Background: an optimization exercise with open tools, aiming at small area, a short achievable clock period and few clock cycles per item. Do not read the settings as production practice.
No run shown here included a check of the RTL's function; only the layout flow was run.
Power is estimated from default activity; no workload was simulated.

==> flow/config.mk <==
export PLATFORM = sky130hd
export DESIGN_NAME = multi_64_33_9_10_16_3
export DESIGN_NICKNAME = multi_64_33_9_10_16_3
export VERILOG_FILES = /design/flow/design.v
export SDC_FILE = /design/flow/constraint.sdc
export NUM_CORES = 4
export LEC_CHECK = 0
export CAP_MARGIN = 20
export CORE_MARGIN = 2
export CORE_UTILIZATION = 40
export SETUP_SLACK_MARGIN = 5
export SLEW_MARGIN = 20
==> flow/constraint.sdc <==
create_clock -name core_clock -period 10.0 [get_ports {clk}]
set_input_delay 2.0000 -clock core_clock [delete_from_list [all_inputs] [get_ports {clk}]]
set_output_delay 2.0000 -clock core_clock [all_outputs]
set_load 0.01 [all_outputs]
==> flow/design.v <==
module multi_64_33_9_10_16_3(clk, reset, s_data_in_x, s_valid_x, s_ready_x, m_data_out_y, m_valid_y, m_ready_y);
  input                       clk, reset, s_valid_x, m_ready_y;
  input signed [15:0]         s_data_in_x;
  output logic                s_ready_x, m_valid_y;
  output logic signed [15:0]  m_data_out_y;
  logic [5:0] cnt;               
  logic       acc_in;
  assign acc_in = s_valid_x & s_ready_x;
  logic signed [15:0] x_r;
  logic       v1;
  logic [5:0] i1;
  always_ff @(posedge clk) begin
    x_r <= s_data_in_x;
    i1  <= cnt;
    if (reset) begin
      cnt <= 6'd0;
      v1  <= 1'b0;
    end else begin
      v1  <= acc_in;
      if (acc_in) cnt <= cnt + 6'd1;
    end
  end
  logic signed [15:0] l1_in1;    
  always_ff @(posedge clk) l1_in1 <= x_r;
  logic signed [15:0] l1_d3;
  assign l1_d3 = (x_r <<< 1) + x_r;
  logic signed [15:0] l1_d5;
  assign l1_d5 = (x_r <<< 2) + x_r;
  logic signed [15:0] l1_d9;
  assign l1_d9 = (x_r <<< 3) + x_r;
  logic signed [15:0] l1_d17;
  assign l1_d17 = (x_r <<< 4) + x_r;
  logic signed [15:0] l1_d65;
  assign l1_d65 = (x_r <<< 6) + x_r;
  logic signed [15:0] l1_m3, l1_f3;
  assign l1_m3 = l1_d3;
  logic signed [15:0] l1_m9, l1_f9;
  assign l1_m9 = l1_d9;
  logic signed [15:0] l1_m13, l1_f13;
  assign l1_m13 = x_r + (l1_d3 <<< 2);
  logic signed [15:0] l1_m17, l1_f17;
  assign l1_m17 = l1_d17;
  logic signed [15:0] l1_m27, l1_f27;
  assign l1_m27 = (x_r <<< 5) - l1_d5;
  logic signed [15:0] l1_m37, l1_f37;
  assign l1_m37 = (x_r <<< 5) + l1_d5;
  logic signed [15:0] l1_m43, l1_f43;
  assign l1_m43 = l1_d3 + (l1_d5 <<< 3);
  logic signed [15:0] l1_m45, l1_f45;
  assign l1_m45 = (l1_d3 <<< 4) - l1_d3;
  logic signed [15:0] l1_m49, l1_f49;
  assign l1_m49 = x_r + (l1_d3 <<< 4);
  logic signed [15:0] l1_m65, l1_f65;
  assign l1_m65 = l1_d65;
  logic signed [15:0] l1_m71, l1_f71;
  assign l1_m71 = (l1_d9 <<< 3) - x_r;
  logic signed [15:0] l1_m97, l1_f97;
  assign l1_m97 = x_r + (l1_d3 <<< 5);
  logic signed [15:0] l1_m99, l1_f99;
  assign l1_m99 = l1_d3 + (l1_d3 <<< 5);
  logic signed [15:0] l1_m111, l1_f111;
  assign l1_m111 = (x_r <<< 7) - l1_d17;
  logic signed [15:0] l1_m119, l1_f119;
  assign l1_m119 = (x_r <<< 7) - l1_d9;
  logic signed [15:0] l1_m121, l1_f121;
  assign l1_m121 = (l1_d65 <<< 1) - l1_d9;
  logic signed [15:0] l1_m123, l1_f123;
  assign l1_m123 = (x_r <<< 7) - l1_d5;
  logic signed [15:0] l1_m135, l1_f135;
  assign l1_m135 = (l1_d17 <<< 3) - x_r;
  logic signed [15:0] l1_m139, l1_f139;
  assign l1_m139 = l1_d3 + (l1_d17 <<< 3);
  logic signed [15:0] l1_m157, l1_f157;
  assign l1_m157 = (l1_d5 <<< 5) - l1_d3;
  logic signed [15:0] l1_m165, l1_f165;
  assign l1_m165 = l1_d5 + (l1_d5 <<< 5);
  logic signed [15:0] l1_m181, l1_f181;
  assign l1_m181 = x_r - (l1_d3 <<< 2) + (l1_d3 <<< 6);
  logic signed [15:0] l1_m187, l1_f187;
  assign l1_m187 = (l1_d3 <<< 6) - l1_d5;
  logic signed [15:0] l1_m193, l1_f193;
  assign l1_m193 = x_r + (l1_d3 <<< 6);
  logic signed [15:0] l1_m203, l1_f203;
  assign l1_m203 = (x_r <<< 3) + l1_d3 + (l1_d3 <<< 6);
  logic signed [15:0] l1_m205, l1_f205;
  assign l1_m205 = x_r + (l1_d3 <<< 2) + (l1_d3 <<< 6);
  logic signed [15:0] l1_m207, l1_f207;
  assign l1_m207 = (l1_d17 <<< 4) - l1_d65;
  logic signed [15:0] l1_m223, l1_f223;
  assign l1_m223 = (l1_d9 <<< 5) - l1_d65;
  logic [32:0] l1_sat;    
  logic l1_neg;             
  logic l1_va;
  always_ff @(posedge clk) begin
    l1_f3 <= l1_m3;
    l1_f9 <= l1_m9;
    l1_f13 <= l1_m13;
    l1_f17 <= l1_m17;
    l1_f27 <= l1_m27;
    l1_f37 <= l1_m37;
    l1_f43 <= l1_m43;
    l1_f45 <= l1_m45;
    l1_f49 <= l1_m49;
    l1_f65 <= l1_m65;
    l1_f71 <= l1_m71;
    l1_f97 <= l1_m97;
    l1_f99 <= l1_m99;
    l1_f111 <= l1_m111;
    l1_f119 <= l1_m119;
    l1_f121 <= l1_m121;
    l1_f123 <= l1_m123;
    l1_f135 <= l1_m135;
    l1_f139 <= l1_m139;
    l1_f157 <= l1_m157;
    l1_f165 <= l1_m165;
    l1_f181 <= l1_m181;
    l1_f187 <= l1_m187;
    l1_f193 <= l1_m193;
    l1_f203 <= l1_m203;
    l1_f205 <= l1_m205;
    l1_f207 <= l1_m207;
    l1_f223 <= l1_m223;
    l1_sat[0] <= (x_r <= -16'sd505) | (x_r >= 16'sd505);
    l1_sat[1] <= (x_r >= 16'sd5462) | (x_r <= -16'sd5462);
    l1_sat[2] <= (x_r <= -16'sd456) | (x_r >= 16'sd456);
    l1_sat[3] <= (x_r <= -16'sd209) | (x_r >= 16'sd209);
    l1_sat[4] <= (x_r <= -16'sd168) | (x_r >= 16'sd168);
    l1_sat[5] <= (x_r >= 16'sd166) | (x_r <= -16'sd166);
    l1_sat[6] <= (x_r <= -16'sd296) | (x_r >= 16'sd296);
    l1_sat[7] <= (x_r >= 16'sd170) | (x_r <= -16'sd170);
    l1_sat[8] <= (x_r <= -16'sd128) | (x_r >= 16'sd128);
    l1_sat[9] <= (x_r >= 16'sd763) | (x_r <= -16'sd763);
    l1_sat[10] <= (x_r >= 16'sd176) | (x_r <= -16'sd176);
    l1_sat[11] <= (x_r >= 16'sd443) | (x_r <= -16'sd443);
    l1_sat[12] <= (x_r <= -16'sd462) | (x_r >= 16'sd462);
    l1_sat[13] <= (x_r >= 16'sd159) | (x_r <= -16'sd159);
    l1_sat[14] <= (x_r >= 16'sd162) | (x_r <= -16'sd162);
    l1_sat[15] <= (x_r <= -16'sd134) | (x_r >= 16'sd134);
    l1_sat[16] <= (x_r <= -16'sd158) | (x_r >= 16'sd158);
    l1_sat[17] <= (x_r <= -16'sd169) | (x_r >= 16'sd169);
    l1_sat[18] <= (x_r >= 16'sd296) | (x_r <= -16'sd296);
    l1_sat[19] <= (x_r <= -16'sd2731) | (x_r >= 16'sd2731);
    l1_sat[20] <= (x_r >= 16'sd1928) | (x_r <= -16'sd1928);
    l1_sat[21] <= (x_r <= -16'sd147) | (x_r >= 16'sd147);
    l1_sat[22] <= (x_r >= 16'sd243) | (x_r <= -16'sd243);
    l1_sat[23] <= (x_r <= -16'sd199) | (x_r >= 16'sd199);
    l1_sat[24] <= (x_r >= 16'sd152) | (x_r <= -16'sd152);
    l1_sat[25] <= (x_r <= -16'sd136) | (x_r >= 16'sd136);
    l1_sat[26] <= (x_r <= -16'sd138) | (x_r >= 16'sd138);
    l1_sat[27] <= (x_r <= -16'sd166) | (x_r >= 16'sd166);
    l1_sat[28] <= (x_r >= 16'sd182) | (x_r <= -16'sd182);
    l1_sat[29] <= (x_r >= 16'sd729) | (x_r <= -16'sd729);
    l1_sat[30] <= (x_r >= 16'sd241) | (x_r <= -16'sd241);
    l1_sat[31] <= (x_r <= -16'sd236) | (x_r >= 16'sd236);
    l1_sat[32] <= (x_r <= -16'sd160) | (x_r >= 16'sd160);
    l1_neg <= x_r[15];
    l1_va <= reset ? 1'b0 : v1;
  end
  logic [32:1][15:0] l1_s;
  logic [32:0][16:0] l1_t;
  logic signed [16:0] l1_o0;
  assign l1_o0 = (l1_sat[0] ? (l1_neg ? -17'sd32767 : 17'sd32768) : 17'(signed'(l1_f65)));
  assign l1_t[0] = 17'sd0 - l1_o0;
  logic signed [16:0] l1_o1;
  assign l1_o1 = (l1_sat[1] ? (!l1_neg ? 17'sd32767 : -17'sd32768) : 17'(signed'((l1_f3 <<< 1))));
  assign l1_t[1] = 17'(signed'(l1_s[1])) + l1_o1;
  logic signed [16:0] l1_o2;
  assign l1_o2 = (l1_sat[2] ? (l1_neg ? -17'sd32767 : 17'sd32768) : 17'(signed'((l1_f9 <<< 3))));
  assign l1_t[2] = 17'(signed'(l1_s[2])) - l1_o2;
  logic signed [16:0] l1_o3;
  assign l1_o3 = (l1_sat[3] ? (l1_neg ? -17'sd32767 : 17'sd32768) : 17'(signed'(l1_f157)));
  assign l1_t[3] = 17'(signed'(l1_s[3])) - l1_o3;
  logic signed [16:0] l1_o4;
  assign l1_o4 = (l1_sat[4] ? (l1_neg ? -17'sd32767 : 17'sd32768) : 17'(signed'((l1_f49 <<< 2))));
  assign l1_t[4] = 17'(signed'(l1_s[4])) - l1_o4;
  logic signed [16:0] l1_o5;
  assign l1_o5 = (l1_sat[5] ? (!l1_neg ? 17'sd32767 : -17'sd32768) : 17'(signed'((l1_f99 <<< 1))));
  assign l1_t[5] = 17'(signed'(l1_s[5])) + l1_o5;
  logic signed [16:0] l1_o6;
  assign l1_o6 = (l1_sat[6] ? (l1_neg ? -17'sd32767 : 17'sd32768) : 17'(signed'(l1_f111)));
  assign l1_t[6] = 17'(signed'(l1_s[6])) - l1_o6;
  logic signed [16:0] l1_o7;
  assign l1_o7 = (l1_sat[7] ? (!l1_neg ? 17'sd32767 : -17'sd32768) : 17'(signed'(l1_f193)));
  assign l1_t[7] = 17'(signed'(l1_s[7])) + l1_o7;
  logic signed [16:0] l1_o8;
  assign l1_o8 = (l1_sat[8] ? (l1_neg ? -17'sd32767 : 17'sd32768) : 17'(signed'((l1_in1 <<< 8))));
  assign l1_t[8] = 17'(signed'(l1_s[8])) - l1_o8;
  logic signed [16:0] l1_o9;
  assign l1_o9 = (l1_sat[9] ? (!l1_neg ? 17'sd32767 : -17'sd32768) : 17'(signed'(l1_f43)));
  assign l1_t[9] = 17'(signed'(l1_s[9])) + l1_o9;
  logic signed [16:0] l1_o10;
  assign l1_o10 = (l1_sat[10] ? (!l1_neg ? 17'sd32767 : -17'sd32768) : 17'(signed'(l1_f187)));
  assign l1_t[10] = 17'(signed'(l1_s[10])) + l1_o10;
  logic signed [16:0] l1_o11;
  assign l1_o11 = (l1_sat[11] ? (!l1_neg ? 17'sd32767 : -17'sd32768) : 17'(signed'((l1_f37 <<< 1))));
  assign l1_t[11] = 17'(signed'(l1_s[11])) + l1_o11;
  logic signed [16:0] l1_o12;
  assign l1_o12 = (l1_sat[12] ? (l1_neg ? -17'sd32767 : 17'sd32768) : 17'(signed'(l1_f71)));
  assign l1_t[12] = 17'(signed'(l1_s[12])) - l1_o12;
  logic signed [16:0] l1_o13;
  assign l1_o13 = (l1_sat[13] ? (!l1_neg ? 17'sd32767 : -17'sd32768) : 17'(signed'(l1_f207)));
  assign l1_t[13] = 17'(signed'(l1_s[13])) + l1_o13;
  logic signed [16:0] l1_o14;
  assign l1_o14 = (l1_sat[14] ? (!l1_neg ? 17'sd32767 : -17'sd32768) : 17'(signed'(l1_f203)));
  assign l1_t[14] = 17'(signed'(l1_s[14])) + l1_o14;
  logic signed [16:0] l1_o15;
  assign l1_o15 = (l1_sat[15] ? (l1_neg ? -17'sd32767 : 17'sd32768) : 17'(signed'((l1_f123 <<< 1))));
  assign l1_t[15] = 17'(signed'(l1_s[15])) - l1_o15;
  logic signed [16:0] l1_o16;
  assign l1_o16 = (l1_sat[16] ? (l1_neg ? -17'sd32767 : 17'sd32768) : 17'(signed'((l1_f13 <<< 4))));
  assign l1_t[16] = 17'(signed'(l1_s[16])) - l1_o16;
  logic signed [16:0] l1_o17;
  assign l1_o17 = (l1_sat[17] ? (l1_neg ? -17'sd32767 : 17'sd32768) : 17'(signed'((l1_f97 <<< 1))));
  assign l1_t[17] = 17'(signed'(l1_s[17])) - l1_o17;
  logic signed [16:0] l1_o18;
  assign l1_o18 = (l1_sat[18] ? (!l1_neg ? 17'sd32767 : -17'sd32768) : 17'(signed'(l1_f111)));
  assign l1_t[18] = 17'(signed'(l1_s[18])) + l1_o18;
  logic signed [16:0] l1_o19;
  assign l1_o19 = (l1_sat[19] ? (l1_neg ? -17'sd32767 : 17'sd32768) : 17'(signed'((l1_f3 <<< 2))));
  assign l1_t[19] = 17'(signed'(l1_s[19])) - l1_o19;
  logic signed [16:0] l1_o20;
  assign l1_o20 = (l1_sat[20] ? (!l1_neg ? 17'sd32767 : -17'sd32768) : 17'(signed'(l1_f17)));
  assign l1_t[20] = 17'(signed'(l1_s[20])) + l1_o20;
  logic signed [16:0] l1_o21;
  assign l1_o21 = (l1_sat[21] ? (l1_neg ? -17'sd32767 : 17'sd32768) : 17'(signed'(l1_f223)));
  assign l1_t[21] = 17'(signed'(l1_s[21])) - l1_o21;
  logic signed [16:0] l1_o22;
  assign l1_o22 = (l1_sat[22] ? (!l1_neg ? 17'sd32767 : -17'sd32768) : 17'(signed'(l1_f135)));
  assign l1_t[22] = 17'(signed'(l1_s[22])) + l1_o22;
  logic signed [16:0] l1_o23;
  assign l1_o23 = (l1_sat[23] ? (l1_neg ? -17'sd32767 : 17'sd32768) : 17'(signed'(l1_f165)));
  assign l1_t[23] = 17'(signed'(l1_s[23])) - l1_o23;
  logic signed [16:0] l1_o24;
  assign l1_o24 = (l1_sat[24] ? (!l1_neg ? 17'sd32767 : -17'sd32768) : 17'(signed'((l1_f27 <<< 3))));
  assign l1_t[24] = 17'(signed'(l1_s[24])) + l1_o24;
  logic signed [16:0] l1_o25;
  assign l1_o25 = (l1_sat[25] ? (l1_neg ? -17'sd32767 : 17'sd32768) : 17'(signed'((l1_f121 <<< 1))));
  assign l1_t[25] = 17'(signed'(l1_s[25])) - l1_o25;
  logic signed [16:0] l1_o26;
  assign l1_o26 = (l1_sat[26] ? (l1_neg ? -17'sd32767 : 17'sd32768) : 17'(signed'((l1_f119 <<< 1))));
  assign l1_t[26] = 17'(signed'(l1_s[26])) - l1_o26;
  logic signed [16:0] l1_o27;
  assign l1_o27 = (l1_sat[27] ? (l1_neg ? -17'sd32767 : 17'sd32768) : 17'(signed'((l1_f99 <<< 1))));
  assign l1_t[27] = 17'(signed'(l1_s[27])) - l1_o27;
  logic signed [16:0] l1_o28;
  assign l1_o28 = (l1_sat[28] ? (!l1_neg ? 17'sd32767 : -17'sd32768) : 17'(signed'(l1_f181)));
  assign l1_t[28] = 17'(signed'(l1_s[28])) + l1_o28;
  logic signed [16:0] l1_o29;
  assign l1_o29 = (l1_sat[29] ? (!l1_neg ? 17'sd32767 : -17'sd32768) : 17'(signed'(l1_f45)));
  assign l1_t[29] = 17'(signed'(l1_s[29])) + l1_o29;
  logic signed [16:0] l1_o30;
  assign l1_o30 = (l1_sat[30] ? (!l1_neg ? 17'sd32767 : -17'sd32768) : 17'(signed'((l1_f17 <<< 3))));
  assign l1_t[30] = 17'(signed'(l1_s[30])) + l1_o30;
  logic signed [16:0] l1_o31;
  assign l1_o31 = (l1_sat[31] ? (l1_neg ? -17'sd32767 : 17'sd32768) : 17'(signed'(l1_f139)));
  assign l1_t[31] = 17'(signed'(l1_s[31])) - l1_o31;
  logic signed [16:0] l1_o32;
  assign l1_o32 = (l1_sat[32] ? (l1_neg ? -17'sd32767 : 17'sd32768) : 17'(signed'(l1_f205)));
  assign l1_t[32] = 17'(signed'(l1_s[32])) - l1_o32;
  always_ff @(posedge clk) begin
    if (l1_va) begin
      l1_s[1] <= (l1_t[0][16] != l1_t[0][15]) ? (l1_t[0][16] ? 16'h8000 : 16'h7fff) : l1_t[0][15:0];
      l1_s[2] <= (l1_t[1][16] != l1_t[1][15]) ? (l1_t[1][16] ? 16'h8000 : 16'h7fff) : l1_t[1][15:0];
      l1_s[3] <= (l1_t[2][16] != l1_t[2][15]) ? (l1_t[2][16] ? 16'h8000 : 16'h7fff) : l1_t[2][15:0];
      l1_s[4] <= (l1_t[3][16] != l1_t[3][15]) ? (l1_t[3][16] ? 16'h8000 : 16'h7fff) : l1_t[3][15:0];
      l1_s[5] <= (l1_t[4][16] != l1_t[4][15]) ? (l1_t[4][16] ? 16'h8000 : 16'h7fff) : l1_t[4][15:0];
      l1_s[6] <= (l1_t[5][16] != l1_t[5][15]) ? (l1_t[5][16] ? 16'h8000 : 16'h7fff) : l1_t[5][15:0];
      l1_s[7] <= (l1_t[6][16] != l1_t[6][15]) ? (l1_t[6][16] ? 16'h8000 : 16'h7fff) : l1_t[6][15:0];
      l1_s[8] <= (l1_t[7][16] != l1_t[7][15]) ? (l1_t[7][16] ? 16'h8000 : 16'h7fff) : l1_t[7][15:0];
      l1_s[9] <= (l1_t[8][16] != l1_t[8][15]) ? (l1_t[8][16] ? 16'h8000 : 16'h7fff) : l1_t[8][15:0];
      l1_s[10] <= (l1_t[9][16] != l1_t[9][15]) ? (l1_t[9][16] ? 16'h8000 : 16'h7fff) : l1_t[9][15:0];
      l1_s[11] <= (l1_t[10][16] != l1_t[10][15]) ? (l1_t[10][16] ? 16'h8000 : 16'h7fff) : l1_t[10][15:0];
      l1_s[12] <= (l1_t[11][16] != l1_t[11][15]) ? (l1_t[11][16] ? 16'h8000 : 16'h7fff) : l1_t[11][15:0];
      l1_s[13] <= (l1_t[12][16] != l1_t[12][15]) ? (l1_t[12][16] ? 16'h8000 : 16'h7fff) : l1_t[12][15:0];
      l1_s[14] <= (l1_t[13][16] != l1_t[13][15]) ? (l1_t[13][16] ? 16'h8000 : 16'h7fff) : l1_t[13][15:0];
      l1_s[15] <= (l1_t[14][16] != l1_t[14][15]) ? (l1_t[14][16] ? 16'h8000 : 16'h7fff) : l1_t[14][15:0];
      l1_s[16] <= (l1_t[15][16] != l1_t[15][15]) ? (l1_t[15][16] ? 16'h8000 : 16'h7fff) : l1_t[15][15:0];
      l1_s[17] <= (l1_t[16][16] != l1_t[16][15]) ? (l1_t[16][16] ? 16'h8000 : 16'h7fff) : l1_t[16][15:0];
      l1_s[18] <= (l1_t[17][16] != l1_t[17][15]) ? (l1_t[17][16] ? 16'h8000 : 16'h7fff) : l1_t[17][15:0];
      l1_s[19] <= (l1_t[18][16] != l1_t[18][15]) ? (l1_t[18][16] ? 16'h8000 : 16'h7fff) : l1_t[18][15:0];
      l1_s[20] <= (l1_t[19][16] != l1_t[19][15]) ? (l1_t[19][16] ? 16'h8000 : 16'h7fff) : l1_t[19][15:0];
      l1_s[21] <= (l1_t[20][16] != l1_t[20][15]) ? (l1_t[20][16] ? 16'h8000 : 16'h7fff) : l1_t[20][15:0];
      l1_s[22] <= (l1_t[21][16] != l1_t[21][15]) ? (l1_t[21][16] ? 16'h8000 : 16'h7fff) : l1_t[21][15:0];
      l1_s[23] <= (l1_t[22][16] != l1_t[22][15]) ? (l1_t[22][16] ? 16'h8000 : 16'h7fff) : l1_t[22][15:0];
      l1_s[24] <= (l1_t[23][16] != l1_t[23][15]) ? (l1_t[23][16] ? 16'h8000 : 16'h7fff) : l1_t[23][15:0];
      l1_s[25] <= (l1_t[24][16] != l1_t[24][15]) ? (l1_t[24][16] ? 16'h8000 : 16'h7fff) : l1_t[24][15:0];
      l1_s[26] <= (l1_t[25][16] != l1_t[25][15]) ? (l1_t[25][16] ? 16'h8000 : 16'h7fff) : l1_t[25][15:0];
      l1_s[27] <= (l1_t[26][16] != l1_t[26][15]) ? (l1_t[26][16] ? 16'h8000 : 16'h7fff) : l1_t[26][15:0];
      l1_s[28] <= (l1_t[27][16] != l1_t[27][15]) ? (l1_t[27][16] ? 16'h8000 : 16'h7fff) : l1_t[27][15:0];
      l1_s[29] <= (l1_t[28][16] != l1_t[28][15]) ? (l1_t[28][16] ? 16'h8000 : 16'h7fff) : l1_t[28][15:0];
      l1_s[30] <= (l1_t[29][16] != l1_t[29][15]) ? (l1_t[29][16] ? 16'h8000 : 16'h7fff) : l1_t[29][15:0];
      l1_s[31] <= (l1_t[30][16] != l1_t[30][15]) ? (l1_t[30][16] ? 16'h8000 : 16'h7fff) : l1_t[30][15:0];
      l1_s[32] <= (l1_t[31][16] != l1_t[31][15]) ? (l1_t[31][16] ? 16'h8000 : 16'h7fff) : l1_t[31][15:0];
    end
  end
  logic [14:0] l1_y;    
  assign l1_y = l1_t[32][16] ? 15'd0 : (l1_t[32][15] ? 15'h7fff : l1_t[32][14:0]);
  logic [5:0] i2;
  always_ff @(posedge clk) i2 <= i1;
  logic [14:0] b_r;
  logic bv;
  logic [4:0] bi;
  always_ff @(posedge clk) begin
    b_r <= l1_y;
    bi <= i2[4:0];
    bv <= reset ? 1'b0 : (l1_va & i2[5]);
  end
  logic signed [15:0] bx;
  assign bx = {1'b0, b_r};
  logic signed [15:0] l2_d3;
  assign l2_d3 = (bx <<< 1) + bx;
  logic signed [15:0] l2_d5;
  assign l2_d5 = (bx <<< 2) + bx;
  logic signed [15:0] l2_d9;
  assign l2_d9 = (bx <<< 3) + bx;
  logic signed [15:0] l2_d127;
  assign l2_d127 = (bx <<< 7) - bx;
  logic signed [15:0] l2_m3, l2_f3;
  assign l2_m3 = l2_d3;
  logic signed [15:0] l2_m5, l2_f5;
  assign l2_m5 = l2_d5;
  logic signed [15:0] l2_m9, l2_f9;
  assign l2_m9 = l2_d9;
  logic signed [15:0] l2_m59, l2_f59;
  assign l2_m59 = (bx <<< 6) - l2_d5;
  logic signed [15:0] l2_m105, l2_f105;
  assign l2_m105 = (l2_d3 <<< 5) + l2_d9;
  logic signed [15:0] l2_m107, l2_f107;
  assign l2_m107 = l2_d127 - (l2_d5 <<< 2);
  logic signed [15:0] l2_m125, l2_f125;
  assign l2_m125 = (bx <<< 7) - l2_d3;
  logic signed [15:0] l2_m207, l2_f207;
  assign l2_m207 = (l2_d5 <<< 4) + l2_d127;
  logic [8:0] l2_sat;    
  logic l2_va;
  always_ff @(posedge clk) begin
    l2_f3 <= l2_m3;
    l2_f5 <= l2_m5;
    l2_f9 <= l2_m9;
    l2_f59 <= l2_m59;
    l2_f105 <= l2_m105;
    l2_f107 <= l2_m107;
    l2_f125 <= l2_m125;
    l2_f207 <= l2_m207;
    l2_sat[0] <= (bx >= 16'sd171);
    l2_sat[1] <= (bx >= 16'sd820);
    l2_sat[2] <= (bx >= 16'sd228);
    l2_sat[3] <= (bx >= 16'sd132);
    l2_sat[4] <= (bx >= 16'sd313);
    l2_sat[5] <= (bx >= 16'sd159);
    l2_sat[6] <= (bx >= 16'sd132);
    l2_sat[7] <= (bx >= 16'sd307);
    l2_sat[8] <= (bx >= 16'sd139);
    l2_va <= reset ? 1'b0 : bv;
  end
  logic [15:0] l2_r0;
  assign l2_r0 = 16'd0 + (l2_sat[0] ? 16'h8000 : ~(16'((l2_f3 <<< 6)))) + {15'd0, !l2_sat[0]};
  logic [15:0] l2_s1;
  logic [15:0] l2_r1;
  assign l2_r1 = l2_s1 + (l2_sat[1] ? 16'h8000 : ~(16'((l2_f5 <<< 3)))) + {15'd0, !l2_sat[1]};
  logic [15:0] l2_s2;
  logic [15:0] l2_r2;
  assign l2_r2 = l2_s2 + (l2_sat[2] ? 16'h8000 : ~(16'((l2_f9 <<< 4)))) + {15'd0, !l2_sat[2]};
  logic [15:0] l2_s3;
  logic [15:0] l2_r3;
  assign l2_r3 = l2_s3 + (l2_sat[3] ? 16'h8000 : ~(16'((l2_f125 <<< 1)))) + {15'd0, !l2_sat[3]};
  logic [15:0] l2_s4;
  logic [15:0] l2_r4;
  assign l2_r4 = l2_s4 + (l2_sat[4] ? 16'h7fff : 16'(l2_f105)) + {15'd0, 1'b0};
  logic [15:0] l2_s5;
  logic [15:0] l2_r5;
  assign l2_r5 = l2_s5 + (l2_sat[5] ? 16'h8000 : ~(16'(l2_f207))) + {15'd0, !l2_sat[5]};
  logic [15:0] l2_s6;
  logic [15:0] l2_r6;
  assign l2_r6 = l2_s6 + (l2_sat[6] ? 16'h8000 : ~(16'((l2_f125 <<< 1)))) + {15'd0, !l2_sat[6]};
  logic [15:0] l2_s7;
  logic [15:0] l2_r7;
  assign l2_r7 = l2_s7 + (l2_sat[7] ? 16'h8000 : ~(16'(l2_f107))) + {15'd0, !l2_sat[7]};
  logic [15:0] l2_s8;
  logic [15:0] l2_r8;
  assign l2_r8 = l2_s8 + (l2_sat[8] ? 16'h7fff : 16'((l2_f59 <<< 2))) + {15'd0, 1'b0};
  logic [14:0] l2_y;    
  assign l2_y = (~l2_s8[15] & l2_r8[15]) ? 15'h7fff : (l2_r8[15] ? 15'd0 : l2_r8[14:0]);
  always_ff @(posedge clk) begin
    if (l2_va) begin
      l2_s1 <= l2_r0[15:0];
      l2_s2 <= (l2_s1[15] & ~l2_r1[15]) ? 16'h8000 : (l2_r1[15:0]);
      l2_s3 <= (l2_s2[15] & ~l2_r2[15]) ? 16'h8000 : (l2_r2[15:0]);
      l2_s4 <= (l2_s3[15] & ~l2_r3[15]) ? 16'h8000 : (l2_r3[15:0]);
      l2_s5 <= l2_r4[15:0];
      l2_s6 <= (l2_s5[15] & ~l2_r5[15]) ? 16'h8000 : (l2_r5[15:0]);
      l2_s7 <= (l2_s6[15] & ~l2_r6[15]) ? 16'h8000 : (l2_r6[15:0]);
      l2_s8 <= (l2_s7[15] & ~l2_r7[15]) ? 16'h8000 : (l2_r7[15:0]);
    end
  end
  logic [4:0] bi3;
  always_ff @(posedge clk) bi3 <= bi;
  logic [14:0] c_r;
  logic cv;
  logic [4:0] ci;
  always_ff @(posedge clk) begin
    c_r <= l2_y;
    ci <= bi3 - 5'd8;
    cv <= reset ? 1'b0 : (l2_va & (bi3 >= 5'd8));
  end
  logic signed [15:0] cx;
  assign cx = {1'b0, c_r};
  logic signed [15:0] l3_in1;
  always_ff @(posedge clk) l3_in1 <= cx;
  logic signed [15:0] l3_d5;
  assign l3_d5 = (cx <<< 2) + cx;
  logic signed [15:0] l3_m5, l3_f5;
  assign l3_m5 = l3_d5;
  logic signed [15:0] l3_m11, l3_f11;
  assign l3_m11 = cx + (l3_d5 <<< 1);
  logic signed [15:0] l3_m27, l3_f27;
  assign l3_m27 = (cx <<< 5) - l3_d5;
  logic signed [15:0] l3_m39, l3_f39;
  assign l3_m39 = (l3_d5 <<< 3) - cx;
  logic signed [15:0] l3_m45, l3_f45;
  assign l3_m45 = l3_d5 + (l3_d5 <<< 3);
  logic signed [15:0] l3_m57, l3_f57;
  assign l3_m57 = cx - (cx <<< 3) + (cx <<< 6);
  logic signed [15:0] l3_m59, l3_f59;
  assign l3_m59 = (cx <<< 6) - l3_d5;
  logic signed [15:0] l3_m149, l3_f149;
  assign l3_m149 = cx + (cx <<< 7) + (l3_d5 <<< 2);
  logic signed [15:0] l3_m187, l3_f187;
  assign l3_m187 = (cx <<< 6) + (cx <<< 7) - l3_d5;
  logic [9:0] l3_sat;    
  logic l3_va;
  always_ff @(posedge clk) begin
    l3_f5 <= l3_m5;
    l3_f11 <= l3_m11;
    l3_f27 <= l3_m27;
    l3_f39 <= l3_m39;
    l3_f45 <= l3_m45;
    l3_f57 <= l3_m57;
    l3_f59 <= l3_m59;
    l3_f149 <= l3_m149;
    l3_f187 <= l3_m187;
    l3_sat[0] <= (cx >= 16'sd410);
    l3_sat[1] <= (cx >= 16'sd421);
    l3_sat[2] <= (cx >= 16'sd176);
    l3_sat[3] <= (cx >= 16'sd1214);
    l3_sat[4] <= (cx >= 16'sd373);
    l3_sat[5] <= (cx >= 16'sd139);
    l3_sat[6] <= (cx >= 16'sd365);
    l3_sat[7] <= (cx >= 16'sd575);
    l3_sat[8] <= (cx >= 16'sd1024);
    l3_sat[9] <= (cx >= 16'sd220);
    l3_va <= reset ? 1'b0 : cv;
  end
  logic [15:0] l3_r0;
  assign l3_r0 = 16'd0 + (l3_sat[0] ? 16'h7fff : 16'((l3_f5 <<< 4))) + {15'd0, 1'b0};
  logic [14:0] l3_s1;
  logic [15:0] l3_r1;
  assign l3_r1 = {1'b0, l3_s1} + (l3_sat[1] ? 16'h7fff : 16'((l3_f39 <<< 1))) + {15'd0, 1'b0};
  logic [14:0] l3_s2;
  logic [15:0] l3_r2;
  assign l3_r2 = {1'b0, l3_s2} + (l3_sat[2] ? 16'h7fff : 16'(l3_f187)) + {15'd0, 1'b0};
  logic [14:0] l3_s3;
  logic [15:0] l3_r3;
  assign l3_r3 = {1'b0, l3_s3} + (l3_sat[3] ? 16'h7fff : 16'(l3_f27)) + {15'd0, 1'b0};
  logic [14:0] l3_s4;
  logic [15:0] l3_r4;
  assign l3_r4 = {1'b0, l3_s4} + (l3_sat[4] ? 16'h7fff : 16'((l3_f11 <<< 3))) + {15'd0, 1'b0};
  logic [14:0] l3_s5;
  logic [15:0] l3_r5;
  assign l3_r5 = {1'b0, l3_s5} + (l3_sat[5] ? 16'h7fff : 16'((l3_f59 <<< 2))) + {15'd0, 1'b0};
  logic [14:0] l3_s6;
  logic [15:0] l3_r6;
  assign l3_r6 = {1'b0, l3_s6} + (l3_sat[6] ? 16'h7fff : 16'((l3_f45 <<< 1))) + {15'd0, 1'b0};
  logic [14:0] l3_s7;
  logic [15:0] l3_r7;
  assign l3_r7 = {1'b0, l3_s7} + (l3_sat[7] ? 16'h8000 : ~(16'(l3_f57))) + {15'd0, !l3_sat[7]};
  logic [15:0] l3_s8;
  logic [15:0] l3_r8;
  assign l3_r8 = l3_s8 + (l3_sat[8] ? 16'h8000 : ~(16'((l3_in1 <<< 5)))) + {15'd0, !l3_sat[8]};
  logic [15:0] l3_s9;
  logic [15:0] l3_r9;
  assign l3_r9 = l3_s9 + (l3_sat[9] ? 16'h8000 : ~(16'(l3_f149))) + {15'd0, !l3_sat[9]};
  logic [14:0] l3_y;    
  assign l3_y = (l3_s9[15] & ~l3_r9[15]) ? 15'd0 : (l3_r9[15] ? 15'd0 : l3_r9[14:0]);
  always_ff @(posedge clk) begin
    if (l3_va) begin
      l3_s1 <= l3_r0[14:0];
      l3_s2 <= (~1'b0 & l3_r1[15]) ? 15'h7fff : l3_r1[14:0];
      l3_s3 <= (~1'b0 & l3_r2[15]) ? 15'h7fff : l3_r2[14:0];
      l3_s4 <= (~1'b0 & l3_r3[15]) ? 15'h7fff : l3_r3[14:0];
      l3_s5 <= (~1'b0 & l3_r4[15]) ? 15'h7fff : l3_r4[14:0];
      l3_s6 <= (~1'b0 & l3_r5[15]) ? 15'h7fff : l3_r5[14:0];
      l3_s7 <= (~1'b0 & l3_r6[15]) ? 15'h7fff : l3_r6[14:0];
      l3_s8 <= l3_r7[15:0];
      l3_s9 <= (l3_s8[15] & ~l3_r8[15]) ? 16'h8000 : (l3_r8[15:0]);
    end
  end
  logic [4:0] ci5;
  always_ff @(posedge clk) ci5 <= ci;
  logic       push;
  assign push = l3_va & (ci5 >= 5'd9);
  logic [6:0][14:0] q;
  logic [2:0] wp, rp;
  logic [3:0] qn;
  logic [3:0] pend, pend_n;
  logic [14:0] out_r;
  logic        out_v, pop;
  logic [5:0]  cnt_n;
  assign pop = out_v & m_ready_y;
  assign m_valid_y = out_v;
  assign m_data_out_y = {1'b0, out_r};
  assign cnt_n = acc_in ? cnt + 6'd1 : cnt;
  assign pend_n = pend + 4'(acc_in & (cnt >= 6'd49)) - 4'(pop);
  logic        take;        
  logic        adv;         
  assign take = ~out_v | m_ready_y;
  assign adv  = take & ((qn != 0) | push);
  always_ff @(posedge clk) begin
    if (push) q[wp] <= l3_y;
    if (take) out_r <= (qn != 0) ? q[rp] : l3_y;
    if (reset) begin
      out_v <= 1'b0; qn <= '0; wp <= '0; rp <= '0; pend <= '0; s_ready_x <= 1'b1;
    end else begin
      pend <= pend_n;
      s_ready_x <= (cnt_n < 6'd49) | (pend_n < 4'd8);
      if (take) out_v <= (qn != 0) | push;
      if (push) wp <= (wp == 3'd6) ? '0 : wp + 1'b1;
      if (adv)  rp <= (rp == 3'd6) ? '0 : rp + 1'b1;
      qn <= qn + 4'(push) - 4'(adv);
    end
  end
endmodule
==> flow/run.sh <==
#!/bin/bash
# synth_recipe.tcl (not shown) runs the flow's synth.tcl, then flattens the netlist and writes it again
# the make line also repeats each setting of config.mk as NAME=value (left out here)
make -C /OpenROAD-flow-scripts/flow DESIGN_CONFIG=/design/flow/config.mk WORK_HOME=/design/flow/orfs CLKGATE_MAP_FILE= SYNTH_SCRIPT=/design/flow/synth_recipe.tcl finish
==> metrics.md, run 1 <==
| Metric | Value |
|---|---|
| Status | `no timing/DRC/antenna violations` |
| Layout cells sized above 1 | `7.05%` |
| Period utilisation layout | `between 40% and 50%` |
| RSZ-0062 raised after global routing | `no` |
| Main flop type after synthesis | `edfxtp_1` |
| Fmax | `205 MHz` |
| DRT antenna net count | `0` |
| Total negative slack | `0 ns` |
| Ys Warns | `1` |
| Critical Path Fanout Max | `22` |
| Num CTS Buffers | `193` |
| Global Route Usage Sum | `24.7%` |
| Skew-Pair Late Insertion Delay | `0.90 ns` |
| Area delta synth->final | `11.2%` |
| Clock sink count | `between 1500 and 2000` |
| Setup crit end kind | `flop` |
| Global-route wire length before repair | `540000 um` |
| Core box area | `279000 sq um` |
| Number of enable flip-flop cells after synthesis | `885` |
| Root Driver | `clkbuf_16` |
| Worst-case clock buffer depth | `4` |
| DR DRC count | `0` |
| Worst hold margin | `0.315 ns` |
| Hold Vio Cnt, Final | `0` |
| Least-Margin Pin Slew | `1.17 ns` |
| Worst slew margin | `21.5%` |
| Grt ovf | `0` |
| I/O Buffers | `36` |
| Setup CP Type | `flop to flop` |
| Worst path required time | `10.76 ns` |
| Arr. time, crit path | `between 5 and 6 ns` |
| Final Skew | `0.0827 ns` |
| Vias in the first global route | `87751` |
| P_leak | `a little over 50 nW` |
| # rows | `approximately 190` |
| Via-to-Cell Ratio | `approximately 5.6` |
| Placer congestion estimate | `0.975` |
| Post-CTS Hold Buffers | `0` |
| Clock slew at reported path FFs | `0.07 ns` |
| Largest net degree at the start of global routing | `181` |
| Pwr dens | `286 nW/um^2` |
| Period minus WS final | `a little under 5 ns` |
| First-pass DRT Iterations | `7` |
| Final Setup Violations | `0` |
| Max-slew violations | `0` |
| Ports | `38` |
| CP startpoint kind | `flop` |
| Seq/Total Area, Yosys | `36.2%` |
| Async SR Flop Fraction | `0%` |
| Avg Inst Size Synth | `between 9 and 10 sq um` |
| Netlist cell types | `93` |
| Die Y | `533 um` |
| Per-cell routed wire length | `22.9 um` |
| Via Count | `89859` |
| DP HPWL | `282000 um` |
| Fin nets | `13516` |
| Die X | `approximately 530 um` |
| Overall Power | `~36 mW` |
| Peak supply drop | `0.000324 V` |
| Final core occ | `44.7%` |
| CTS tree | `done` |
| Post-Syn Instances | `~12000` |
| DR iter-0 viols | `roughly 7200` |
| CTS H-tree depth | `4` |
| Die footprint | `284000 sq um` |
| Total Wirelength | `around 360000 um` |
| Number of antenna violations at the first check in global routing | `24` |
| Fin cells | `15927` |
| Seq cells post-synth | `roughly 1600` |
| Max cap viols | `0` |
| Initial core utilization | `40.2%` |
| HP Class | `flop to flop` |
| Dpl cells | `15522` |
| Synthesized cell area | `112000 sq um` |
[state kept, by name, summed over array words and instances, names as in the netlist, 16 cells and up]
| signal | count |
|---|---|
| x_r | 16 |
| l1_s | 512 |
| l3_f187 | 16 |
| l3_s8 | 16 |
| l2_f207 | 16 |
| l1_sat | 31 |
| l2_s5 | 16 |
| l2_s8 | 16 |
| l3_s9 | 16 |
| l2_s7 | 16 |
| q | 105 |
| l2_s6 | 16 |
[placed cells by master (no fill, tap or decap), types with 47 or more instances in the layout]
cell,n
nand4_1,50
o31ai_1,58
a21oi_1,920
dfxtp_1,679
nand2b_1,280
a31o_2,47
and3_1,108
clkbuf_16,207
a21o_1,435
o21ai_0,849
o211ai_1,83
a211oi_1,62
inv_1,727
o21a_1,199
nor2b_1,159
or3_1,68
o21bai_1,140
ha_1,1338
nand3_1,226
edfxtp_1,885
a31oi_1,78
xnor2_1,731
nand2_1,810
nor3_1,320
xor2_1,367
fa_1,115
buf_4,131
and2_1,60
nor2_1,837
maj3_1,76
or2_2,173
[kinds of logic after synthesis]
kind of cell,share of synthesized area [%]
XOR/XNOR,8.87
other,0.00335
multiplexers,0.797
AND/OR/NAND/NOR,14.0
flip-flops,36.2
buffers and inverters,3.42
AO/OA/AOI/OAI,18.9
adder cells (fa/ha/maj),17.8
[worst max-delay path, cell delays in order (launching register included)]
cell      delay [ns]
dfxtp_4         0.43
buf_4           0.21
buf_6           0.31
ha_2            0.33
fa_1            0.23
a21o_1          0.13
a21oi_1         0.09
xnor2_1         0.67
buf_4           0.36
ha_1            0.32
a21o_1          0.22
a21oi_1         0.26
o21bai_1        0.10
a21oi_1         0.23
o21bai_1        0.09
a21oi_1         0.22
o21bai_1        0.10
a21oi_1         0.19
xnor2_1         0.23
[metrics by stage]
step	cell area, sq um	setup WS (ns)
final	125000	5.12
after global routing	125000	4.89
after CTS	124000	4.94
after detailed placement	117000	4.07
after global placement	117000	4.21
after floorplan	112000	5.01
[final cells by class]
type	count	area, sq um
Clock inverter	88	935
Sequential cell	1580	40500
Fill cell	26529	154000
Clock buffer	265	5640
Tap cell	3724	4660
Timing Repair Buffer	189	1670
Inverter	740	2820
Multi-Input combinational cell	9329	68200
Antenna cell	12	30.0
[where the power goes]
part,total [mW],leakage (nW),switching [mW],internal [mW]
registers,9.64,13.9,0.958,8.68
clock network,7.30,3.26,2.95,4.35
logic,18.7,34.2,11.1,7.68
total,35.7,51.3,15.0,20.7
[cell usage after synthesis (all sizes together) (20+ instances only)]
library cell     n  area [sq um]
nor2b          160          1000
a21boi          38           285
a21o           435          3270
and3           108           676
nand2          810          3040
nand2b         287          1800
a21oi          944          4770
a31oi           81           507
o31a            29           254
fa             116          2320
xnor2          754          6600
a211oi          62           465
and2            63           394
o221ai          22           193
buf             32           168
o21ai          859          4300
nand3          226          1130
o31ai           59           443
a211o           44           385
dfxtp          695         13900
a31o            47           412
o21bai         141          1060
or2            174          1090
and4            20           175
maj3            76           761
nor3           320          1600
ha            1347         16900
o21a           199          1490
or3             68           425
a41oi           21           184
mux2i           34           340
nand4           50           313
a2111oi         26           234
edfxtp         885         26600
inv            740          2780
o211ai          83           623
clkbuf         235           882
nor4            36           225
nor2           842          3160
xor2           375          3280
o41a            20           225
o41ai           50           438
[layer usage]
metal	global-route usage (%)	vias to the layer above	wire, um
li1	-	43223	-
met1	31.2	43138	155000
met2	41.2	2736	169000
met3	3.67	750	20500
met4	12.0	12	19900
met5	0	-	78
[timing repair]
item                                    in CTS  in global routing
cloned                                       0                  1
buffers inserted                            14                 24
gates resized for setup                     61                 76
pin swaps                                    1                 11
endpoints found under the setup margin     254                223
[final timing paths]
kind | start | end | slack (ns) | depth (start not counted)
max | x_r[0]$_DFF_P_ | l1_f165[14]$_DFF_P_ | 5.12 | 18
min | bi3[2]$_DFF_P_ | ci[2]$_DFF_P_ | 0.32 | 0
max reg2reg | x_r[0]$_DFF_P_ | l1_f165[14]$_DFF_P_ | 5.12 | 18
min reg2reg | bi3[2]$_DFF_P_ | ci[2]$_DFF_P_ | 0.32 | 0
==> inputs of run 2 (changes only) <==
--- a/flow/config.mk
+++ b/flow/config.mk
@@ -7,6 +7,8 @@
 export LEC_CHECK = 0
 export CAP_MARGIN = 20
 export CORE_MARGIN = 2
-export CORE_UTILIZATION = 40
+export CORE_UTILIZATION = 60
+export CTS_BUF_LIST = sky130_fd_sc_hd__clkbuf_8
+export CTS_CLUSTER_SIZE = 20
 export SETUP_SLACK_MARGIN = 5
 export SLEW_MARGIN = 20
==> run 2 against run 1 <==
Net effect:
- critical path type unchanged
- synthesized cell count unchanged
- clock power shrank 11%
- die area down 33%
- combinational power about the same
- sequential share of layout area grew 0.63 points
==> metrics.md, run 2 <==
| Metric | Value |
|---|---|
| Net Sw Frac | `42.7% (was 41.9%)` |
| Ports | `38 (unchanged)` |
| Area delta synth->final | `9.08% (was 11.2%)` |
| Dpl cells | `14268 (was 15522)` |
| Global-route wire length before repair | `529000 um (was 540000 um)` |
| I/O Buffers | `36 (unchanged)` |
| Layout cells sized above 1 | `7.58% (was 7.05%)` |
| Vias in the first global route | `89243 (was 87751)` |
| Worst path required time | `10.68 ns (was 10.76 ns)` |
| Final Setup Violations | `0 (unchanged)` |
| Post-CTS Hold Buffers | `0 (unchanged)` |
| Worst slack at placement | `4.23 ns (was 4.07 ns)` |
| Commonest non-fill, non-tap cells in the layout | `ha_1 (1342), a21oi_1 (925), edfxtp_1 (885) (was ha_1 (1338), a21oi_1 (920), edfxtp_1 (885))` |
| Skew-Pair Late Insertion Delay | `1.06 ns (was 0.90 ns)` |
| DR iter-0 viols | `7832 (was 7208)` |
| Setup CP Type | `flop to flop (unchanged)` |
| Initial core utilization | `60.4% (was 40.2%)` |
| Status | `no timing/DRC/antenna violations (unchanged)` |
| Total negative slack | `0 ns (unchanged)` |
| Via-to-Cell Ratio | `6.18 (was 5.64)` |
| # rows | `158 (was 194)` |
| CTS H-tree depth | `5 (was 4)` |
| HP Class | `flop to flop (unchanged)` |
| Max cap viols | `0 (unchanged)` |
| Arr. time, crit path | `5.64 ns (about the same)` |
| Critical Path Fanout Max | `17 (was 22)` |
| Synth area leaders | `edfxtp_1 (24%), ha_1 (15%), dfxtp_1 (12%) (unchanged)` |
| DR DRC count | `0 (unchanged)` |
| Async SR Flop Fraction | `0% (unchanged)` |
| Num CTS Buffers | `294 (was 193)` |
| Fin nets | `13601 (was 13516)` |
| Main flop type after synthesis | `edfxtp_1 (unchanged)` |
| Max-slew violations | `0 (unchanged)` |
| DRT antenna net count | `0 (unchanged)` |
| Least-Margin Pin Slew | `1.22 ns (was 1.17 ns)` |
| Per-cell routed wire length | `23.8 um (was 22.9 um)` |
| Clock slew at reported path FFs | `0.06 ns (was 0.07 ns)` |
| Share of the synthesized area in the top cell type | `23.7% (unchanged)` |
| Post-synth top area cell | `edfxtp_1 (unchanged)` |
| Biggest register | `l1_s (unchanged)` |
| Die X | `436 um (was 533 um)` |
| Pwr dens | `286 nW/um^2 (about the same)` |
| Global Route Usage Sum | `36.1% (was 24.7%)` |
| Die footprint | `190000 sq um (was 284000 sq um)` |
| Clock sink count | `1580 (unchanged)` |
| Total Wirelength | `353000 um (was 364000 um)` |
| Core box area | `185000 sq um (was 279000 sq um)` |
| Seq cells post-synth | `1580 (unchanged)` |
| Max reg flops | `512 (unchanged)` |
| DP HPWL | `271000 um (was 282000 um)` |
| Share of total power in combinational logic | `53.8% (was 52.5%)` |
| CTS tree | `done (unchanged)` |
| CP peak stage delay | `0.98 ns (was 0.67 ns)` |
| Seq/Total Area, Yosys | `36.2% (unchanged)` |
| Regs by FF count | `l1_s x512, q x105, l1_sat x31 (unchanged)` |
| Pint | `20.0 mW (was 20.7 mW)` |
| Largest net degree at the start of global routing | `168 (was 181)` |
| Slowest stage cell, crit path | `o21ai_0 (was xnor2_1)` |
| Most common cell in the synthesized netlist | `ha_1 (unchanged)` |
| Period utilisation layout | `49.6% (was 48.8%)` |
| P_leak | `51.3 nW (about the same)` |
| Worst slew margin | `17.9% (was 21.5%)` |
| Crit path cell chain | `inv_1, fa_1, a21o_1, a21o_1, a21o_1, o31a_1, a311oi_2, a31oi_1, mux2_2, nand2_1, o21ai_0 (was buf_4, buf_6, ha_2, fa_1, a21o_1, a21oi_1, xnor2_1, buf_4, ha_1, a21o_1, a21oi_1, o21bai_1, a21oi_1, o21bai_1, a21oi_1, o21bai_1, a21oi_1, xnor2_1)` |
| RSZ-0062 raised after global routing | `yes (was no)` |
| Die Y | `436 um (was 533 um)` |
| Reg power frac | `27.5% (was 27.0%)` |
| Hold Vio Cnt, Final | `0 (unchanged)` |
| Number of antenna violations at the first check in global routing | `16 (was 24)` |
| Worst-case clock buffer depth | `4 (unchanged)` |
| Commonest non-fill, non-tap cell in the layout | `ha_1 (unchanged)` |
| Netlist cell types | `93 (unchanged)` |
| Clock Power Share | `18.7% (was 20.5%)` |
| Root Driver | `clkbuf_8 (was clkbuf_16)` |
| Grt ovf | `0 (unchanged)` |
| Peak supply drop | `0.000386 V (was 0.000324 V)` |
| Via Count | `91698 (was 89859)` |
| CP startpoint kind | `flop (unchanged)` |
| Number of enable flip-flop cells after synthesis | `885 (unchanged)` |
| Placer congestion estimate | `1.02 (was 0.975)` |
| Setup crit end kind | `flop (unchanged)` |
| Fmax | `202 MHz (was 205 MHz)` |
| Post-Syn Instances | `11915 (unchanged)` |
| Setup WS post-layout | `5.04 ns (was 5.12 ns)` |
| Avg Inst Size Synth | `9.40 sq um (unchanged)` |
| Period minus WS final | `4.96 ns (was 4.88 ns)` |
| First-pass DRT Iterations | `8 (was 7)` |
| Synthesized cell area | `112000 sq um (unchanged)` |
| Post-synth top cells | `ha_1 (1347), a21oi_1 (934), edfxtp_1 (885) (unchanged)` |
| Ys Warns | `1 (unchanged)` |
| Crit path top cell by count | `a21o_1 (was a21oi_1)` |
| Net switching power | `14.9 mW (was 15.0 mW)` |
| Final Skew | `0.0605 ns (was 0.0827 ns)` |
| Fin cells | `14834 (was 15927)` |
[run 2: cell counts after synthesis]
No cell type changed its count.
[run 2: repair_timing]
action                     CTS  global route
buffers inserted            13            16
setup endpoints to repair  170           165
gates cloned                 0             2
pin swaps                    0             1
gates resized for setup     40            52
[run 2: logic make-up after synthesis]
family | Yosys count | share of synthesized area, %
AO/OA/AOI/OAI | 3343 | 18.9
XOR/XNOR | 1131 | 8.87
adder cells (fa/ha/maj) | 1539 | 17.8
buffers and inverters | 1007 | 3.42
flip-flops | 1580 | 36.2
multiplexers | 68 | 0.797
other | 1 | 0.00335
AND/OR/NAND/NOR | 3246 | 14.0
[run 2: worst max-delay path: cells and delay by family, from the launching register on]
kind	cells	cell delay (ns)
AO/OA/AOI/OAI	7	2.44
adder cells (fa/ha/maj)	1	0.44
buffers and inverters	1	0.20
flip-flops	1	0.71
multiplexers	1	0.50
AND/OR/NAND/NOR	1	0.30
[run 2: area by class of cell]
| class | instances | area, sq um |
|---|---|---|
| multi-input cells | 9329 | 68100 |
| fillers | 15168 | 63300 |
| flip-flops and latches | 1580 | 40500 |
| clock buffers | 354 | 4870 |
| well taps | 2480 | 3100 |
| inverters | 740 | 2830 |
| repair buffers | 172 | 1550 |
| clock inverters | 157 | 1150 |
| diodes | 21 | 52.6 |
| repair inverters | 1 | 5.00 |
[run 2: final timing paths]
kind                                         from                  end  slack [ns]  cells after the start
worst max register to register  l3_sat[9]$_DFF_P_  out_r[11]$_DFFE_PP_        5.04                     11
worst min-delay path                i1[5]$_DFF_P_        i2[5]$_DFF_P_        0.32                      0
worst min register to register      i1[5]$_DFF_P_        i2[5]$_DFF_P_        0.32                      0
worst max-delay path            l3_sat[9]$_DFF_P_  out_r[11]$_DFFE_PP_        5.04                     11
[run 2: power groups by stage]
| stage | logic, mW | clock network (mW) | registers (mW) |
|---|---|---|---|
| CTS | 18.4 | 6.60 | 9.58 |
| global route | 20.5 | 6.88 | 9.67 |
| floorplan | 13.3 | 0 | 9.24 |
| global placement | 17.8 | 0 | 9.69 |
| finish | 18.8 | 6.53 | 9.60 |
| detailed placement | 18.1 | 0 | 9.69 |
[run 2: metrics by stage]
stage | utilization [%] | hold slack, ns | power (mW) | cell area, sq um
3_3_place_gp | 62.2 | 0.311 | 27.4 | 115000
2_1_floorplan | - | 0.310 | 22.5 | 112000
5_1_grt | 65.8 | 0.324 | 37.0 | 122000
3_5_place_dp | 62.2 | 0.312 | 27.8 | 115000
6_report | 65.9 | 0.318 | 34.9 | 122000
4_1_cts | 65.6 | 0.317 | 34.5 | 122000
[run 2: routing by layer]
layer / share of wire, % / wire length [um] / up-vias / global-route usage (%)
met2: 46 / 162000 / 3499 / 58.9
li1: - / - / 43486 / -
met1: 40 / 140000 / 43637 / 43.8
met3: 6.6 / 23200 / 1072 / 5.56
met4: 8.0 / 28400 / 4 / 25.4
met5: 0.0082 / 29 / - / 0
==> inputs of run 3 (changes only) <==
==> flow/flow/run.sh (new file) <==
#!/bin/bash
set -euo pipefail
MARGIN=$(cat flow/margin.txt)
echo "running standard.sh with SETUP_SLACK_MARGIN=$MARGIN" > flow_run.log
bash standard.sh SETUP_SLACK_MARGIN=$MARGIN finish > standard_make.log 2>&1
echo "done" >> flow_run.log
==> flow/flow/margin.txt (new file) <==
5.6
==> flow/standard.sh (new file) <==
#!/bin/bash
# synth_recipe.tcl (not shown) runs the flow's synth.tcl, then flattens the netlist and writes it again
# the make line also repeats each setting of config.mk as NAME=value (left out here)
make -C /OpenROAD-flow-scripts/flow DESIGN_CONFIG=/design/flow/config.mk WORK_HOME=/design/flow/orfs CLKGATE_MAP_FILE= SYNTH_SCRIPT=/design/flow/synth_recipe.tcl "${@:-finish}"
--- a/flow/config.mk
+++ b/flow/config.mk
@@ -7,8 +7,5 @@
 export LEC_CHECK = 0
 export CAP_MARGIN = 20
 export CORE_MARGIN = 2
-export CORE_UTILIZATION = 60
-export CTS_BUF_LIST = sky130_fd_sc_hd__clkbuf_8
-export CTS_CLUSTER_SIZE = 20
-export SETUP_SLACK_MARGIN = 5
+export CORE_UTILIZATION = 40
 export SLEW_MARGIN = 20
removed: flow/run.sh
==> run 3 against run 2 <==
Net effect:
- still clean
- synthesized cell count did not move
- core utilization fell by 20 points
- worst setup slack improved by 0.54 ns
- register-to-register slack improved by 0.54 ns
- non-clock buffer count rose by 139
- clock skew fell by 0.012 ns
- combinational power rose by 4%
- sequential power rose by 0.7%
- sequential share of layout area fell by 1.2 points
- wire length rose by 6.4%
- final cell count rose by 8.2%
- largest cell class unchanged
- largest power group unchanged
==> metrics.md, run 3 <==
| Metric | Value |
|---|---|
| Status | `no timing/DRC/antenna violations (unchanged)` |
| Core box area | `279000 sq um (was 185000 sq um)` |
| Synthesized cell area | `112000 sq um (unchanged)` |
| Arr. time, crit path | `5.20 ns (was 5.64 ns)` |
| GRT busiest layer | `met2 (unchanged)` |
| CP peak stage delay | `0.62 ns (was 0.98 ns)` |
| R2R depth | `22 (was 11)` |
| Pwr dens | `286 nW/um^2 (about the same)` |
| Biggest register | `l1_s (unchanged)` |
| Fillers | `26317 (was 15168)` |
| Met1 Resource Use GR | `32.7% (was 43.8%)` |
| Die footprint | `284000 sq um (was 190000 sq um)` |
| Skew-Pair Late Insertion Delay | `0.90 ns (was 1.06 ns)` |
| Clock sink count | `1580 (unchanged)` |
| Most common cell in the synthesized netlist | `ha_1 (unchanged)` |
| Ports | `38 (unchanged)` |
| Area delta synth->final | `13.3% (was 9.08%)` |
| Met3 usage | `3.02% (was 5.56%)` |
| Fmax | `227 MHz (was 202 MHz)` |
| Total Wirelength | `376000 um (was 353000 um)` |
| First-pass DRT Iterations | `8 (unchanged)` |
| Main flop type after synthesis | `edfxtp_1 (unchanged)` |
| Max-slew violations | `0 (unchanged)` |
| I/O Buffers | `36 (unchanged)` |
| Via-to-Cell Ratio | `5.66 (was 6.18)` |
| DRT antenna net count | `0 (unchanged)` |
| Worst slew margin | `25.5% (was 17.9%)` |
| Num CTS Buffers | `188 (was 294)` |
| Fin nets | `13636 (was 13601)` |
| Post-synth top area cell | `edfxtp_1 (unchanged)` |
| Regs by FF count | `l1_s x512, q x105, l1_sat x31 (unchanged)` |
| Per-cell routed wire length | `23.4 um (was 23.8 um)` |
| Seq/Total Area, Yosys | `36.2% (unchanged)` |
| Commonest non-fill, non-tap cells in the layout | `ha_1 (1310), a21oi_1 (891), edfxtp_1 (885) (was ha_1 (1342), a21oi_1 (925), edfxtp_1 (885))` |
| Worst Setup EP | `l1_f205[15]$_DFF_P_ (was out_r[11]$_DFFE_PP_)` |
| Ys Warns | `1 (unchanged)` |
| DR DRC count | `0 (unchanged)` |
| Number of enable flip-flop cells after synthesis | `885 (unchanged)` |
| Critical Path Fanout Max | `6 (was 17)` |
| Vias in the first global route | `87887 (was 89243)` |
| CTS H-tree depth | `4 (was 5)` |
| Setup CP Type | `flop to flop (unchanged)` |
| Max reg flops | `512 (unchanged)` |
| Netlist cell types | `93 (unchanged)` |
| Crit path top cell by count | `a21oi_2 (was a21o_1)` |
| CTS tree | `done (unchanged)` |
| Global Route Usage Sum | `25.3% (was 36.1%)` |
| Peak supply drop | `0.000349 V (was 0.000386 V)` |
| Clock slew at reported path FFs | `0.06 ns (about the same)` |
| Crit path cell chain | `clkinvlp_4, buf_6, fa_2, clkinvlp_4, ha_4, a21o_1, a21oi_2, o21bai_1, a21oi_2, nor2b_2, o21a_1, nor2_1, xnor2_1, ha_1, nand2_1, o21ai_1, o21ai_1, nand2b_1, a21oi_2, o21ai_2, xnor2_2, xnor2_1 (was inv_1, fa_1, a21o_1, a21o_1, a21o_1, o31a_1, a311oi_2, a31oi_1, mux2_2, nand2_1, o21ai_0)` |
| HP Class | `flop to flop (unchanged)` |
| # rows | `194 (was 158)` |
| Grt ovf | `0 (unchanged)` |
| Final Instance Area | `127000 sq um (was 122000 sq um)` |
| Root Driver | `clkbuf_16 (was clkbuf_8)` |
| P_leak | `52.1 nW (was 51.3 nW)` |
| Slowest stage cell, crit path | `fa_2 (was o21ai_0)` |
| Total negative slack | `0 ns (unchanged)` |
| Worst-case clock buffer depth | `4 (unchanged)` |
| Largest net degree at the start of global routing | `151 (was 168)` |
| Global-route wire length before repair | `550000 um (was 529000 um)` |
| CP startpoint kind | `flop (unchanged)` |
| Die Y | `533 um (was 436 um)` |
| Avg Inst Size Synth | `9.40 sq um (unchanged)` |
| R2r endpoint | `l1_f205[15]$_DFF_P_ (was out_r[11]$_DFFE_PP_)` |
| RSZ-0062 raised after global routing | `yes (unchanged)` |
| Share of the synthesized area in the top cell type | `23.7% (unchanged)` |
| Worst path required time | `10.78 ns (was 10.68 ns)` |
| DR iter-0 viols | `7377 (was 7832)` |
| Final Skew | `0.0487 ns (was 0.0605 ns)` |
| Commonest non-fill, non-tap cell in the layout | `ha_1 (unchanged)` |
| Period minus WS final | `4.41 ns (was 4.96 ns)` |
| Post-synth top cells | `ha_1 (1347), a21oi_1 (934), edfxtp_1 (885) (unchanged)` |
| DP HPWL | `288000 um (was 271000 um)` |
| Crit Reg-Reg Startpoint | `x_r[2]$_DFF_P_ (was l3_sat[9]$_DFF_P_)` |
| Period utilisation layout | `44.1% (was 49.6%)` |
| Async SR Flop Fraction | `0% (unchanged)` |
| Via Count | `90839 (was 91698)` |
| Max cap viols | `0 (unchanged)` |
| Synth area leaders | `edfxtp_1 (24%), ha_1 (15%), dfxtp_1 (12%) (unchanged)` |
| Layout cells sized above 1 | `9.62% (was 7.58%)` |
| Least-Margin Pin Slew | `1.12 ns (was 1.22 ns)` |
| Number of antenna violations at the first check in global routing | `37 (was 16)` |
| Post-Syn Instances | `11915 (unchanged)` |
| Seq cells post-synth | `1580 (unchanged)` |
| Final Setup Violations | `0 (unchanged)` |
| DP Area | `117000 sq um (was 115000 sq um)` |
| Placer congestion estimate | `0.973 (was 1.02)` |
| Die X | `533 um (was 436 um)` |
| Critical Path Start | `x_r[2]$_DFF_P_ (was l3_sat[9]$_DFF_P_)` |
| Hold Vio Cnt, Final | `0 (unchanged)` |
| R2R setup slack | `5.59 ns (was 5.04 ns)` |
| Setup crit end kind | `flop (unchanged)` |
| Initial core utilization | `40.2% (was 60.4%)` |
| WHS Path Cells | `0 (unchanged)` |
| GR Util met2 | `41.4% (was 58.9%)` |
-- run 3: cell counts after synthesis --
No cell type changed its count.
-- run 3: worst min path at each step --
stage                  start              to  slack, ns
2_1_floorplan  bi[0]$_DFF_P_  bi3[0]$_DFF_P_       0.31
3_3_place_gp   i2[3]$_DFF_P_   bi[3]$_DFF_P_       0.31
3_5_place_dp   bi[4]$_DFF_P_  bi3[4]$_DFF_P_       0.31
4_1_cts        bi[3]$_DFF_P_  bi3[3]$_DFF_P_       0.33
5_1_grt        i1[2]$_DFF_P_   i2[2]$_DFF_P_       0.33
6_report       bi[4]$_DFF_P_  bi3[4]$_DFF_P_       0.33
-- run 3: routing by layer --
layer	vias up	part of all wire, %	routed length (um)
met5	-	0.022	83
met4	12	5.8	21700
met3	708	5.5	20500
met2	2731	46	172000
met1	43867	43	161000
li1	43521	-	-
-- run 3: final cells by class --
class | count | area (sq um) | area share [%]
antenna | 13 | 32.5 | 0.0256
clock buffer | 259 | 5450 | 4.30
clock inverter | 90 | 978 | 0.771
inverter | 740 | 2880 | 2.27
multi-input combinational | 9332 | 69400 | 54.7
sequential | 1580 | 40600 | 32.0
tap | 3724 | 4660 | 3.67
timing repair buffer | 311 | 2900 | 2.29
-- run 3: per-stage QoR --
step           power (mW)  std cells  util, %  setup slack, ns  hold slack (ns)
2_1_floorplan        22.6      11916        -             5.56            0.310
3_3_place_gp         27.9      15526     42.0             4.33            0.312
3_5_place_dp         28.2      15526     42.0             4.28            0.313
4_1_cts              35.8      15939     44.8             5.38            0.327
5_1_grt              38.6      16040     45.5             5.42            0.331
6_report             36.3      16049     45.5             5.59            0.326
-- run 3: what timing repair did --
action                                  4_1_cts  5_1_grt
hold buffers                                  0        0
cloned                                        1        6
buffers inserted                             63       91
pin swaps                                     8       65
gates resized for setup                     167      228
endpoints found under the setup margin      436      501
-- run 3: critical path, delay by kind of cell, from the launching register on --
| kind | cells | cell delay (ns) |
|---|---|---|
| and+or+nand+nor | 4 | 0.37 |
| adders and majority gates | 3 | 1.22 |
| AOI/OAI and AO/OA | 9 | 1.32 |
| xor gates and xnor gates | 3 | 0.46 |
| buffers and inverters | 3 | 0.53 |
| DFF | 1 | 0.43 |
-- run 3: logic make-up (layout without fill, tap and decap cells) --
family          after synthesis  in the layout  share of synthesized area [%]
buf+inv                    1007           1400                           3.42
fa+ha+maj                  1539           1539                           17.8
compound gates             3343           3344                           18.9
other cells                   1             15                        0.00335
simple gates               3246           3248                           14.0
mux                          68             68                          0.797
xor+xnor                   1131           1131                           8.87
flops                      1580           1580                           36.2
-- run 3: report_power, final --
| part | switching [mW] | internal, mW |
|---|---|---|
| clock | 2.99 | 4.17 |
| sequential | 0.980 | 8.69 |
| combinational | 11.4 | 8.11 |

-- what the ideal ports hide --
The results above use ideal ports. As a check the final layouts listed here were re-extracted and re-timed, cells and wires unchanged. Step 1 assumes that a clkbuf_16 drives the clock port and a buf_2 every other input. Step 2 also shifts input and output timing later by t, the mid clock arrival at the registers, as if the neighbouring blocks saw the same clock. a / b / c = no drivers / after step 1 / after step 2; a / b = the first two.
run	t, ns	slack for setup (ns)	worst setup path at the end	cell pins on the clock port's net
run 1	0.962	5.118 / 5.118 / 5.118	register to register	1
run 2	1.120	5.043 / 5.043 / 5.043	register to register	1
run 3	0.974	5.585 / 5.585 / 5.202	input to register	1
After both steps setup and hold are still met in every run listed. The setup slack of run 3, which loses most, moves by 0.000 ns with the drivers and by -0.383 ns with both steps.
